This design comes from an exercise in tuning for a short achievable clock period and few clock cycles on the open sky130 flow, not from production work.
The clock port is modelled as an ideal driver; clocking choices that lean on that would not hold on a real chip.
Power figures rest on the tool's default switching activity, not on a simulated workload.

==> trial 47 <==
## Simple_Single_CPU
module Simple_Single_CPU
(
    input         clk_i,
    input         rst_n,
    output [31:0] imem_addr_o,
    input  [31:0] imem_rdata_i,
    output [31:0] dmem_addr_o,
    output [31:0] dmem_wdata_o,
    output        dmem_we_o,
    output        dmem_re_o,
    input  [31:0] dmem_rdata_i
);
clock: 11.0 ns
lec_check: 0
abc_clock_period_in_ps: 5000
cap_margin: 20
core_margin: 2
core_utilization: 28
place_density: 0.45
setup_slack_margin: 5
slew_margin: 20
synth_hierarchical: 1
standard.sh (not shown) runs the stock make flow with config.mk's settings and CLKGATE_MAP_FILE= SYNTH_SCRIPT=/design/flow/synth_recipe.tcl, a recipe that flattens the netlist after the stock synthesis.
==> flow/flow/run.sh <==
#!/bin/bash
# The standard layout (the standard.sh, its synthesis unchanged), with these
# changes to how the layout is optimised:
#  - timing repair aims at a slack well above the 11 ns clock's, so that it keeps
#    shortening the critical paths;
#  - the port buffers are buf_8 cells rather than the resizer's default choice;
#  - an extra timing repair pass after CTS (flow/post_cts.tcl), through ORFS's
#    step hook.
# make's full output goes to standard_make.log; each ORFS step also keeps its own
# log under orfs/logs/.
set -euo pipefail
F=$(pwd)/flow
bash standard.sh SETUP_SLACK_MARGIN=7.6 \
    "BUFFER_PORTS_ARGS=-buffer_cell sky130_fd_sc_hd__buf_8" \
    POST_CTS_TCL=$F/post_cts.tcl \
    finish > standard_make.log 2>&1
==> flow/flow/post_cts.tcl <==
# Run after CTS's own timing repair.
# 1. Weak gates that drive long nets: a single-strength cell whose net spans more
#    than 50 um (half-perimeter of its pins' cells) becomes the strength-4 (else 2)
#    cell of the same function, so that later extraction finds no slow, long,
#    weakly driven wire that the repair, working from estimates, left alone.
# 2. One more timing repair pass, then legalize.
set block [ord::get_db_block]
set db [ord::get_db]
set thr [expr {50 * [$block getDbUnitsPerMicron]}]
set n 0
foreach net [$block getNets] {
  if {[$net getSigType] ne "SIGNAL"} { continue }
  set drv ""
  set xs {}
  set ys {}
  foreach it [$net getITerms] {
    set b [[$it getInst] getBBox]
    lappend xs [$b xMin]
    lappend ys [$b yMin]
    if {[$it isOutputSignal]} { set drv [$it getInst] }
  }
  if {$drv eq "" || [llength $xs] < 2} { continue }
  set hp [expr {[tcl::mathfunc::max {*}$xs] - [tcl::mathfunc::min {*}$xs] + [tcl::mathfunc::max {*}$ys] - [tcl::mathfunc::min {*}$ys]}]
  if {$hp < $thr} { continue }
  set m [[$drv getMaster] getName]
  if {![regexp {^(sky130_fd_sc_hd__(nand|nor|a2|o2|a3|o3|a4|o4|inv|xor|xnor|and|or|mux)[a-z0-9]*)_[01]$} $m -> base]} { continue }
  foreach s {4 2} {
    set nm [$db findMaster ${base}_$s]
    if {$nm ne ""} {
      $drv swapMaster $nm
      incr n
      break
    }
  }
}
puts "post_cts: upsized $n weak drivers of long nets"
detailed_placement
estimate_parasitics -placement
report_worst_slack -max
repair_timing_helper
detailed_placement
check_placement -verbose
estimate_parasitics -placement
report_worst_slack -max
==> build 57: changes against trial 47 <==
--- a/flow/design.v
+++ b/flow/design.v
@@ -17,16 +17,19 @@
     reg         lateE;    
     reg         rdmE;     
     reg         stE;      
     reg         brE;      
     reg         jalrE;    
     reg         auiE;     
     reg         x1E;      
     reg  [4:0]  rdE;
+    reg  [4:0]  predR;
+    reg         predV;
+    reg  [31:0] kP;
     reg  [31:0] A, B, R2, pcE, tgtE, valE;
     reg         mSum, mOr, mAnd, mVal, slowE, sltE;
     reg         wM, ldM, weM, reM;
     reg         x1M;      
     reg  [4:0]  rdM;
     reg  [31:0] resM, sdM;
     reg  [31:0] resMo;    
     reg  [31:0] baseJ;
@@ -72,18 +75,18 @@
     genvar g;
     generate
         for (g = 1; g < 32; g = g + 1) begin : rfeff
             assign rfflat[32*g +: 32] = rfv[g] ? rf[g] : ((g == 29) ? 32'd128 : 32'd0);
             assign zfe[g] = zf[g];
         end
     endgenerate
     wire [31:0] oh1, oh2, ohz1, ohz2;
-    cpu_dec5g  u_oh1 (.a(rs1), .y(oh1));
-    cpu_dec5g  u_oh2 (.a(rs2), .y(oh2));
+    cpu_dec5   u_oh1 (.a(rs1), .y(oh1));
+    cpu_dec5   u_oh2 (.a(rs2), .y(oh2));
     cpu_dec5g  u_oz1 (.a(rs1), .y(ohz1));
     cpu_dec5g  u_oz2 (.a(rs2), .y(ohz2));
     wire [31:0] resE;
     wire [31:0] mval;
     cpu_mux2 #(32) u_mval (.s(ldM), .a(dmem_rdata_i), .b(resM), .y(mval));
     wire fE1 = fastE & (rdE == rs1);
     wire fE2 = fastE & (rdE == rs2);
     wire fM1 = wM & (rdM == rs1);
@@ -116,17 +119,22 @@
     cpu_zselg u_zs1 (.oh(ohz1), .z(zfk), .y(zk1));
     cpu_zselg u_zs2 (.oh(ohz2), .z(zfk), .y(zk2));
     cpu_zselg u_zs3 (.oh(ohz1), .z(zfk), .y(zk1b));
     cpu_zselg u_zs4 (.oh(ohz2), .z(zfk), .y(zk2b));
     cpu_zselg u_nz1 (.oh(ohz1), .z(nzfk), .y(nk1));
     cpu_zselg u_nz2 (.oh(ohz2), .z(nzfk), .y(nk2));
     wire off4   = (immB == 32'd4);
     wire sameBR = (rs1 == rs2);
-    wire brT    = dBR & ~off4 & (sameBR | (zk1 & zk2));                   
+    wire eqP;
+    cpu_sumeq u_seq (.a(A), .b(B), .k(kP), .eq(eqP));
+    wire lpOK = fastE & mSum & predV & eqP & ~(wM & (rdM == predR));    
+    wire lpT  = dBR & lpOK & (rdE == rs1) & (predR == rs2);
+    wire bSame  = sameBR | lpT;             
+    wire brT    = dBR & ~off4 & (bSame | (zk1 & zk2));                    
     wire brN    = dBR & (off4 | (~sameBR & ((zk1 & nk2) | (nk1 & zk2))));  
     wire [31:0] pc4F;
     wire [18:0] pcH13p, pcH13m, tB0, tB1;
     wire [10:0] pcH21p, pcH21m, tJ0, tJ1;
     wire [19:0] bjHp, bjHm, tR0, tR1;
     cpu_inc4 u_pc4 (.a(pcF), .y(pc4F));
     cpu_incdec #(19) u_h13 (.a(pcF[31:13]), .p(pcH13p), .m(pcH13m));
     cpu_incdec #(11) u_h21 (.a(pcF[31:21]), .p(pcH21p), .m(pcH21m));
@@ -156,19 +164,22 @@
     wire        slt = (A[31] ^ B[31]) ? A[31] : dif[31];
     wire [31:0] resMn = slowE ? (sltE ? {31'd0, slt} : dif) : resE;
     wire [31:0] resMno;
     cpu_pass #(32) u_rmo (.a(resMn), .y(resMno));
     wire eq;
     cpu_eq u_eq (.a(A), .b(R2), .eq(eq));
     wire mispE  = jalrE | (brE & eq);
     wire [31:0] rtgt = jalrE ? sum : tgtE;
-    wire dR, dJ, bZ, bS, j4n;
-    cpu_fsel u_fsel (.dJAL(dJAL), .dJALR(dJALR), .jalrF(jalrF), .dBR(dBR), .sameBR(sameBR),
-                     .lduse(lduse), .dJ(dJ), .dR(dR), .bZ(bZ), .bS(bS), .j4n(j4n));
+    wire nh  = ~lduse;
+    wire dR  = dJALR & jalrF & nh;
+    wire dJ  = dJAL & nh;
+    wire bZ  = dBR & nh;
+    wire bS  = bZ & bSame;                    
+    wire j4n = (jmpF | bS) & nh;              
     wire [31:0] p4h;
     cpu_mux2 #(32) u_p4h (.s(lduse), .a(pcF), .b(pc4F), .y(p4h));
     wire [31:0] pcN, pcNo;
     cpu_pcsel u_pcn (
         .sE(mispE), .j4n(j4n), .bZ(bZ), .bS(bS), .zk1(zk1), .zk2(zk2), .zk1b(zk1b), .zk2b(zk2b),
         .cB(cB), .cBn(cBn), .dJ(dJ), .cJ(cJ), .dR(dR), .cR(cR),
         .e(rtgt), .p4(p4h),
         .rl(tRl), .r1(tR1), .r0(tR0), .jl(tJl), .j1(tJ1), .j0(tJ0),
@@ -179,29 +190,31 @@
     wire [31:0] x1M1 = x1w ? mval : rfflat[63:32];
     wire [31:0] x1n  = x1E ? valE : x1M1;
     always @(posedge clk_i or negedge rst_n) begin
         if (!rst_n) begin
             pcF   <= 32'd0;
             pcO   <= 32'd0;
             fwE   <= 1'b0; fastE <= 1'b0; lateE <= 1'b0; rdmE <= 1'b0; stE <= 1'b0;
             brE   <= 1'b0; jalrE <= 1'b0; auiE <= 1'b0; x1E <= 1'b0;
+            predV <= 1'b0;
             bjBad <= 1'b0;
             wM    <= 1'b0; weM <= 1'b0; reM <= 1'b0;
             rfv   <= 31'd0;
             zf    <= ~(31'd1 << 28);    
         end else begin
             pcF   <= pcN;
             pcO   <= pcNo;
             fwE   <= vF & dWen;
             fastE <= vF & dWen & ~dLD & ~aSlow;
             lateE <= vF & dWen & (dLD | aSlow);
             rdmE  <= vF & dLD;
             stE   <= vF & dST;
             brE   <= vF & dBR & ~brT & ~brN;
+            if (vF & dBR & fwE & (rdE == rs1)) predV <= (rdE != rs2);
             jalrE <= vF & dJALR & ~jalrF;
             auiE  <= vF & dAUI & rdnz;
             x1E   <= vF & dWen & (rd == 5'd1);
             bjBad <= x1E & ~mVal;
             wM    <= fwE;
             weM   <= stE;
             reM   <= rdmE;
             if (wM) begin
@@ -220,16 +233,22 @@
         valE  <= dAUI ? auiF : pc4F;
         mVal  <= dVal;
         mOr   <= aOr;
         mAnd  <= aAnd;
         mSum  <= ~dVal & ~aOr & ~aAnd;
         slowE <= aSlow;
         sltE  <= aSlt;
         baseJ <= (vF & dAUI & rdnz) ? auiF : x1n;
+        if (vF & dBR & fwE & (rdE == rs1)) begin
+            predR <= rs2;
+            kP    <= r2v;             
+        end else if (wM & (rdM == predR)) begin
+            kP    <= mval;
+        end
         ldM   <= rdmE;
         x1M   <= x1E;
         rdM   <= rdE;
         resM  <= resMn;
         resMo <= resMno;
         sdM   <= R2;
         if (wM) rf[rdM] <= mval;
     end
@@ -647,35 +666,25 @@
     assign y = a & b & c;
 endmodule
 module g_and3b (input an, input b, input c, output y);
     assign y = ~an & b & c;
 endmodule
 module g_nand3 (input a, input b, input c, output y);
     assign y = ~(a & b & c);
 endmodule
-module cpu_fsel
+module cpu_sumeq
 (
-    input  dJAL,
-    input  dJALR,
-    input  jalrF,
-    input  dBR,
-    input  sameBR,
-    input  lduse,
-    output dJ,
-    output dR,
-    output bZ,
-    output bS,
-    output j4n
-);
-    assign dJ  = dJAL & ~lduse;
-    assign dR  = dJALR & jalrF & ~lduse;
-    assign bZ  = dBR & ~lduse;
-    assign bS  = dBR & sameBR & ~lduse;                  
-    assign j4n = (dJAL | (dJALR & jalrF) | (dBR & sameBR)) & ~lduse;
+    input  [31:0] a,
+    input  [31:0] b,
+    input  [31:0] k,
+    output        eq
+);
+    wire [31:0] g = (a & b) | ((a ^ b) & ~k);
+    assign eq = ((a ^ b ^ k) == {g[30:0], 1'b0});
 endmodule
 module cpu_pass #(parameter W = 32)
 (
     input  [W-1:0] a,
     output [W-1:0] y
 );
     assign y = a;
 endmodule
CORE_UTILIZATION = 35   (was 28)
PLACE_DENSITY = 0.5   (was 0.45)
==> build 37: changes against trial 47 <==
--- a/flow/design.v
+++ b/flow/design.v
@@ -17,16 +17,22 @@
     reg         lateE;    
     reg         rdmE;     
     reg         stE;      
     reg         brE;      
     reg         jalrE;    
     reg         auiE;     
     reg         x1E;      
     reg  [4:0]  rdE;
+    reg  [31:0] predPC;
+    reg  [4:0]  predS;
+    reg  [4:0]  predR;
+    reg         predV;
+    reg  [31:0] kP;
+    reg         kLoad;    
     reg  [31:0] A, B, R2, pcE, tgtE, valE;
     reg         mSum, mOr, mAnd, mVal, slowE, sltE;
     reg         wM, ldM, weM, reM;
     reg         x1M;      
     reg  [4:0]  rdM;
     reg  [31:0] resM, sdM;
     reg  [31:0] resMo;    
     reg  [31:0] baseJ;
@@ -72,18 +78,18 @@
     genvar g;
     generate
         for (g = 1; g < 32; g = g + 1) begin : rfeff
             assign rfflat[32*g +: 32] = rfv[g] ? rf[g] : ((g == 29) ? 32'd128 : 32'd0);
             assign zfe[g] = zf[g];
         end
     endgenerate
     wire [31:0] oh1, oh2, ohz1, ohz2;
-    cpu_dec5g  u_oh1 (.a(rs1), .y(oh1));
-    cpu_dec5g  u_oh2 (.a(rs2), .y(oh2));
+    cpu_dec5   u_oh1 (.a(rs1), .y(oh1));
+    cpu_dec5   u_oh2 (.a(rs2), .y(oh2));
     cpu_dec5g  u_oz1 (.a(rs1), .y(ohz1));
     cpu_dec5g  u_oz2 (.a(rs2), .y(ohz2));
     wire [31:0] resE;
     wire [31:0] mval;
     cpu_mux2 #(32) u_mval (.s(ldM), .a(dmem_rdata_i), .b(resM), .y(mval));
     wire fE1 = fastE & (rdE == rs1);
     wire fE2 = fastE & (rdE == rs2);
     wire fM1 = wM & (rdM == rs1);
@@ -116,17 +122,24 @@
     cpu_zselg u_zs1 (.oh(ohz1), .z(zfk), .y(zk1));
     cpu_zselg u_zs2 (.oh(ohz2), .z(zfk), .y(zk2));
     cpu_zselg u_zs3 (.oh(ohz1), .z(zfk), .y(zk1b));
     cpu_zselg u_zs4 (.oh(ohz2), .z(zfk), .y(zk2b));
     cpu_zselg u_nz1 (.oh(ohz1), .z(nzfk), .y(nk1));
     cpu_zselg u_nz2 (.oh(ohz2), .z(nzfk), .y(nk2));
     wire off4   = (immB == 32'd4);
     wire sameBR = (rs1 == rs2);
-    wire brT    = dBR & ~off4 & (sameBR | (zk1 & zk2));                   
+    wire eqP;
+    cpu_sumeq u_seq (.a(A), .b(B), .k(kP), .eq(eqP));
+    wire lpPre = predV & (pcF == predPC) & fastE & mSum & (rdE == predS) &
+                 ~(wM & (rdM == predR));
+    wire lpT;
+    g_and2 u_lpt (.a(lpPre), .b(eqP), .y(lpT));
+    wire bSame  = sameBR | (dBR & lpT);     
+    wire brT    = dBR & ~off4 & (bSame | (zk1 & zk2));                    
     wire brN    = dBR & (off4 | (~sameBR & ((zk1 & nk2) | (nk1 & zk2))));  
     wire [31:0] pc4F;
     wire [18:0] pcH13p, pcH13m, tB0, tB1;
     wire [10:0] pcH21p, pcH21m, tJ0, tJ1;
     wire [19:0] bjHp, bjHm, tR0, tR1;
     cpu_inc4 u_pc4 (.a(pcF), .y(pc4F));
     cpu_incdec #(19) u_h13 (.a(pcF[31:13]), .p(pcH13p), .m(pcH13m));
     cpu_incdec #(11) u_h21 (.a(pcF[31:21]), .p(pcH21p), .m(pcH21m));
@@ -158,17 +171,17 @@
     wire [31:0] resMno;
     cpu_pass #(32) u_rmo (.a(resMn), .y(resMno));
     wire eq;
     cpu_eq u_eq (.a(A), .b(R2), .eq(eq));
     wire mispE  = jalrE | (brE & eq);
     wire [31:0] rtgt = jalrE ? sum : tgtE;
     wire dR, dJ, bZ, bS, j4n;
     cpu_fsel u_fsel (.dJAL(dJAL), .dJALR(dJALR), .jalrF(jalrF), .dBR(dBR), .sameBR(sameBR),
-                     .lduse(lduse), .dJ(dJ), .dR(dR), .bZ(bZ), .bS(bS), .j4n(j4n));
+                     .lpT(lpT), .lduse(lduse), .dJ(dJ), .dR(dR), .bZ(bZ), .bS(bS), .j4n(j4n));
     wire [31:0] p4h;
     cpu_mux2 #(32) u_p4h (.s(lduse), .a(pcF), .b(pc4F), .y(p4h));
     wire [31:0] pcN, pcNo;
     cpu_pcsel u_pcn (
         .sE(mispE), .j4n(j4n), .bZ(bZ), .bS(bS), .zk1(zk1), .zk2(zk2), .zk1b(zk1b), .zk2b(zk2b),
         .cB(cB), .cBn(cBn), .dJ(dJ), .cJ(cJ), .dR(dR), .cR(cR),
         .e(rtgt), .p4(p4h),
         .rl(tRl), .r1(tR1), .r0(tR0), .jl(tJl), .j1(tJ1), .j0(tJ0),
@@ -179,29 +192,34 @@
     wire [31:0] x1M1 = x1w ? mval : rfflat[63:32];
     wire [31:0] x1n  = x1E ? valE : x1M1;
     always @(posedge clk_i or negedge rst_n) begin
         if (!rst_n) begin
             pcF   <= 32'd0;
             pcO   <= 32'd0;
             fwE   <= 1'b0; fastE <= 1'b0; lateE <= 1'b0; rdmE <= 1'b0; stE <= 1'b0;
             brE   <= 1'b0; jalrE <= 1'b0; auiE <= 1'b0; x1E <= 1'b0;
+            predV <= 1'b0;
+            kLoad <= 1'b0;
             bjBad <= 1'b0;
             wM    <= 1'b0; weM <= 1'b0; reM <= 1'b0;
             rfv   <= 31'd0;
             zf    <= ~(31'd1 << 28);    
         end else begin
             pcF   <= pcN;
             pcO   <= pcNo;
             fwE   <= vF & dWen;
             fastE <= vF & dWen & ~dLD & ~aSlow;
             lateE <= vF & dWen & (dLD | aSlow);
             rdmE  <= vF & dLD;
             stE   <= vF & dST;
             brE   <= vF & dBR & ~brT & ~brN;
+            kLoad <= vF & dBR & fwE & (rdE == rs1) & (rdE != rs2);
+            if (vF & dBR & fwE & (rdE == rs1)) predV <= 1'b0;
+            else if (kLoad) predV <= 1'b1;
             jalrE <= vF & dJALR & ~jalrF;
             auiE  <= vF & dAUI & rdnz;
             x1E   <= vF & dWen & (rd == 5'd1);
             bjBad <= x1E & ~mVal;
             wM    <= fwE;
             weM   <= stE;
             reM   <= rdmE;
             if (wM) begin
@@ -220,16 +238,23 @@
         valE  <= dAUI ? auiF : pc4F;
         mVal  <= dVal;
         mOr   <= aOr;
         mAnd  <= aAnd;
         mSum  <= ~dVal & ~aOr & ~aAnd;
         slowE <= aSlow;
         sltE  <= aSlt;
         baseJ <= (vF & dAUI & rdnz) ? auiF : x1n;
+        if (vF & dBR & fwE & (rdE == rs1)) begin
+            predR  <= rs2;
+            predS  <= rs1;
+            predPC <= pcF;
+        end
+        if (kLoad) kP <= R2;
+        else if (wM & (rdM == predR)) kP <= mval;
         ldM   <= rdmE;
         x1M   <= x1E;
         rdM   <= rdE;
         resM  <= resMn;
         resMo <= resMno;
         sdM   <= R2;
         if (wM) rf[rdM] <= mval;
     end
@@ -647,35 +672,74 @@
     assign y = a & b & c;
 endmodule
 module g_and3b (input an, input b, input c, output y);
     assign y = ~an & b & c;
 endmodule
 module g_nand3 (input a, input b, input c, output y);
     assign y = ~(a & b & c);
 endmodule
+module cpu_sumeq
+(
+    input  [31:0] a,
+    input  [31:0] b,
+    input  [31:0] k,
+    output        eq
+);
+    wire [31:0] x, s, g, e;
+    wire [7:0]  t;
+    wire [3:0]  u;
+    wire        en;
+    genvar i;
+    generate
+        for (i = 0; i < 32; i = i + 1) begin : bit_
+            wire kn;
+            g_xor2  gx (.a(a[i]), .b(b[i]), .y(x[i]));
+            g_xor2  gs (.a(x[i]), .b(k[i]), .y(s[i]));           
+            g_inv   gk (.a(k[i]), .y(kn));
+            g_mux2  gg (.s(x[i]), .a(kn), .b(a[i]), .y(g[i]));   
+            if (i == 0) begin : b0
+                g_inv  ge (.a(s[i]), .y(e[i]));
+            end else begin : bn
+                g_xnor2 ge (.a(s[i]), .b(g[i-1]), .y(e[i]));
+            end
+        end
+        for (i = 0; i < 8; i = i + 1) begin : l2
+            g_nand4 g (.a(e[4*i]), .b(e[4*i+1]), .c(e[4*i+2]), .d(e[4*i+3]), .y(t[i]));
+        end
+        for (i = 0; i < 4; i = i + 1) begin : l3
+            g_nor2 g (.a(t[2*i]), .b(t[2*i+1]), .y(u[i]));
+        end
+    endgenerate
+    g_nand4 g4 (.a(u[0]), .b(u[1]), .c(u[2]), .d(u[3]), .y(en));
+    g_inv   g5 (.a(en), .y(eq));
+endmodule
 module cpu_fsel
 (
     input  dJAL,
     input  dJALR,
     input  jalrF,
     input  dBR,
     input  sameBR,
+    input  lpT,
     input  lduse,
     output dJ,
     output dR,
     output bZ,
     output bS,
     output j4n
 );
     assign dJ  = dJAL & ~lduse;
     assign dR  = dJALR & jalrF & ~lduse;
     assign bZ  = dBR & ~lduse;
-    assign bS  = dBR & sameBR & ~lduse;                  
-    assign j4n = (dJAL | (dJALR & jalrF) | (dBR & sameBR)) & ~lduse;
+    assign bS  = dBR & (sameBR | lpT) & ~lduse;                     
+    assign j4n = (dJAL | (dJALR & jalrF) | (dBR & (sameBR | lpT))) & ~lduse;
+endmodule
+module g_mux2 (input s, input a, input b, output y);
+    assign y = s ? a : b;
 endmodule
 module cpu_pass #(parameter W = 32)
 (
     input  [W-1:0] a,
     output [W-1:0] y
 );
     assign y = a;
 endmodule
CORE_UTILIZATION = 35   (was 28)
PLACE_DENSITY = 0.5   (was 0.45)
==> summary.txt <==
Run status
  – Status: complete, no violations

Clock network
  – Clock Sink Count: 1513

Setup path
  – R2R Setup Slk: just over 7 ns
  – Critical Path RT: about 12 ns
  – Slowest stage delay, CP: between 0.3 and 0.4 ns
  – Worst R2R Path Depth: 12
  – Worst flop-to-flop path endpoint: pcO[24]

Finish
  – Fraction of area in multi-input gates: 0.471
  – Final instance area: 122000 sq um
  – Layout Utilization: 0.468

Placement
  – Setup WS pre-CTS: 5.27 ns

Floorplan
  – # Taps: approximately 3500

Pwr
  – Total power draw: ~22 mW
  – Clk pwr: 6.20 mW
  – Peak supply drop: around 0.00015 V
  – Combinational share of power: 0.368
  – Leak: about 42 nW

Logic synthesis
  – Mapped Area: a little over 90000 sq um

STA
  – Max Clock Freq: 259 MHz
Source of the figures above: build 37

==> summary.txt <==
Placement
  – Setup WS pre-CTS: 4.86 ns

Setup path
  – Worst R2R Path Depth: 17
  – R2R Setup Slk: 7.00 ns
  – Slowest stage delay, CP: 0.28 ns
  – Critical Path RT: 11.60 ns
  – Worst flop-to-flop path endpoint: pcO[7]

Pwr
  – Total power draw: around 22 mW
  – Leak: 41.5 nW
  – Peak supply drop: 0.000184 V
  – Clk pwr: 6.20 mW
  – Combinational share of power: 0.358

Logic synthesis
  – Yosys Warn Count: 12
  – Mapped Area: between 80000 and 90000 sq um

Floorplan
  – # Taps: 3384

Run status
  – Status: complete, no violations

Clock network
  – Clock Sink Count: 1475

STA
  – Max Clock Freq: 246 MHz

Finish
  – Fraction of area in multi-input gates: 0.471
  – Layout Utilization: 0.474
Source of the figures above: build 57

==> summary.txt <==
Setup path
  – Worst flop-to-flop path endpoint: pcO[18]
  – Critical Path RT: 11.69 ns
  – R2R Setup Slk: 7.43 ns

Pwr
  – Leak: ~41 nW
  – Total power draw: 21.3 mW

Finish
  – Fraction of area in multi-input gates: 0.470
  – Final instance area: 120000 sq um
  – Layout Utilization: 0.387

Run status
  – Status: complete, no violations

STA
  – Max Clock Freq: 264 MHz

Logic synthesis
  – Mapped Area: between 80000 and 90000 sq um

Floorplan
  – # Taps: 4140

Placement
  – Setup WS pre-CTS: 5.14 ns
Source of the figures above: trial 47

Function was not checked in any run of this note: the RTL went through the layout flow alone.

static timing again, ports no longer ideal:
How much do the figures lean on ideal ports? The routed layouts below were timed once more, with nothing changed but the port constraints.
Step 1, drivers: a clkbuf_16 drives clk_i and a buf_2 each remaining input, both assumed.
Step 2 moves the port delays by t, midway between the first and last clock arrival at a register: inputs arrive t later, outputs are due t later. That takes back most of the time a late clock gives input paths.
a / b / c = no drivers / after step 1 / after step 2; a / b = the first two.
run | t, ns | setup slack, ns | hold slack, ns | latest minus earliest clock arrival (ns) | pins driven straight from the clock port
trial 47 | 0.969 | 7.218 / 7.018 / 6.049 | 0.347 / 0.347 / 0.347 | 0.076 / 0.076 | 1
build 57 | 0.976 | 6.929 / 6.761 / 5.786 | 0.346 / 0.346 / 0.346 | 0.065 / 0.065 | 1
build 37 | 0.966 | 7.144 / 7.057 / 6.091 | 0.348 / 0.348 / 0.348 | 0.120 / 0.120 | 1
After both steps every run listed still meets setup and hold. The setup slack of trial 47, which loses most, moves by -0.200 ns with the drivers and by -1.169 ns with both steps.
